This is an optimization exercise on Yosys and OpenROAD, whose aim is small area, a short achievable clock period and few clock cycles, not a production implementation. Function was checked by simulation only, so behaviour that the tests miss may differ from the original.

Setup of old:
## FPU
module FPU
	#(
		parameter PRECISION = 32
	) (
		input [PRECISION-1:0] A,
		input [PRECISION-1:0] B,
		input Clk,
		input Reset,
		input [1:0] Operation,
		output [PRECISION-1:0] Result,
		output Done
	);
	localparam [31:0] C32 = 32'b0_01111111_11100001111000011110001;
	localparam [31:0] C48 = 32'b0_10000000_01101001011010010110101;
	localparam [31:0] TWO = 32'h40000000;
	reg [31:0] rA, rB;
	reg [1:0] rOp;
	reg [31:0] X, Y;
	reg [2:0] iter;
	reg D;
	reg sStart, sA0, sT, sS, sX, sF;
	reg negY;
	wire [31:0] Nq = {rA[31], 8'd126, rA[22:0]};
	wire [31:0] Dq = {rB[31], 8'd126, rB[22:0]};
	wire divSpecial;
	wire [31:0] divSpecialResult;
	wire [8:0] expDiff;
	FP_DivCheck chk (.A(rA), .B(rB), .special(divSpecial), .specialResult(divSpecialResult), .expDiff(expDiff));
	wire isDiv = rOp[1] & rOp[0];
	wire [31:0] mulA = sStart ? (rOp[0] ? C32 : rA) : sT ? X : sX ? {Y[31] ^ negY, Y[30:0]} : Nq;
	wire [31:0] mulB = (sStart | sT) ? {rB[31], ((sStart & ~rOp[0]) ? rB[30:23] : 8'd126), rB[22:0]} : X;
	wire [7:0] mulAdj = sF ? expDiff[7:0] - 8'd254 : 8'd0;
	wire [31:0] mulR;
	FP_Multiplier mul (.A(mulA), .B(mulB), .expAdj(mulAdj), .Result(mulR));
	wire addDiv = rOp[1];
	wire [31:0] addA = addDiv ? (sA0 ? C48 : TWO) : rA;
	wire [31:0] addB = Y;
	wire addOp = addDiv | rOp[0];
  ...
Size: about 5400 cells after synthesis, roughly 140 flip-flops, about 36000 sq um of cells after synthesis.
Settings: LEC_CHECK=0, ABC_AREA=1, CAP_MARGIN=20, CORE_MARGIN=2, CORE_UTILIZATION=40, SLEW_MARGIN=20; clock period 40.0 ns.
standard.sh (not shown) runs the stock make flow with config.mk's settings and CLKGATE_MAP_FILE= SYNTH_SCRIPT=/design/flow/synth_recipe.tcl, a recipe that flattens the netlist after the stock synthesis.
==> flow/flow/run.sh <==
#!/bin/bash
# Standard ORFS layout (the standard.sh, unchanged synthesis), with
# repair_timing asked to leave a larger setup margin than the default so the
# resizer works on the critical paths although the 40 ns clock is met.
set -euo pipefail
cd "$(dirname "$0")/.."
bash standard.sh SETUP_SLACK_MARGIN=30 finish > standard_flow.log 2>&1
Testbench counts of old, summed over its fixed seeds: cycles 81,175.
Setup changes, old to new
- a deleted ABC_AREA that had been 1
diff --git a/flow/flow/run.sh b/flow/flow/run.sh
--- a/flow/flow/run.sh
+++ b/flow/flow/run.sh
@@ -6,2 +6,2 @@
 cd "$(dirname "$0")/.."
-bash standard.sh SETUP_SLACK_MARGIN=30 finish > standard_flow.log 2>&1
+bash standard.sh SETUP_SLACK_MARGIN=30.5 finish > standard_flow.log 2>&1
==> run notes <==
new: flow completed, timing, DRC and antenna clean. Setup slack: new better than old. Per the comparison of new with old, worst hold slack +0.16 ns; initial core utilization held; area added between synthesis and finish rose by 4.6 points. Comparing sum of buffers and inverters on the critical path for new and old, the smaller number came from old. Between new and old, first-iteration DRC count is lower for old, new comes in above that. Relative to old, die outline width increased by 1.5% in new. Capturing element of the worst setup path: Y[9]$_DFFE_PP_ -> new, Result[10] -> old. In new, the per-cell routed wire length came out about 14% above the value in old.

Another version of the RTL of FPU (not shown whole).
Size: about 5200 cells after synthesis, about 100 I/O pins.
export LEC_CHECK = 0
export ABC_AREA = 1
export CAP_MARGIN = 5
export CORE_MARGIN = 2
export CORE_UTILIZATION = 40
export SLEW_MARGIN = 5
create_clock -name core_clock -period 40.0 [get_ports {Clk}]
==> flow/flow/run.sh <==
#!/bin/bash
# Standard ORFS layout (the standard.sh, unchanged synthesis), with
# repair_timing asked to leave a larger setup margin than the default so the
# resizer works on the critical paths although the 40 ns clock is met.
set -euo pipefail
cd "$(dirname "$0")/.."
bash standard.sh SETUP_SLACK_MARGIN=30.8 finish > standard_flow.log 2>&1
Testbench counts at the start, summed over its fixed seeds: cycles 81,175.
Next try:
Settings changed: ABC_AREA 1 to default, CAP_MARGIN 5 to 20, SLEW_MARGIN 5 to 20.
Outcome: Wire length rose by 11%; die area rose by 3.5%; sequential share of layout area fell by 1.0 points; count of clock-buffer cells in the layout rose by 1; non-clock buffer count rose by 173; design area rose by 11%; clock skew rose by 0.0052 ns.

[re-timing with driven ports]
The results above use ideal ports. As a check the final layouts listed here were re-extracted and re-timed, cells and wires unchanged. Step 1: set_driving_cell puts a clkbuf_16 on Clk and a buf_2 on each other input, an assumption about the parent block. Step 2 also shifts input and output timing later by t, the mid clock arrival at the registers, as if the neighbouring blocks saw the same clock. Slacks: no drivers / after step 1 / after step 2; pairs: no drivers / after step 1.
run | t (ns) | setup slack, ns | worst setup path at the end | pins driven straight from the clock port
old | 0.493 | 30.196 / 30.144 / 29.830 | input to register | 1
new | 0.506 | 30.339 / 30.371 / 29.865 | input to register | 1
the first run of note 2 | 0.512 | 30.754 / 30.697 / 30.342 | input to register | 1
the second run of note 2 | 0.504 | 30.511 / 30.511 / 30.261 | input to register | 1
After both steps setup and hold are still met in every run listed. For new, which loses most, drivers alone change the setup slack by +0.032 ns; drivers and shift together by -0.474 ns.
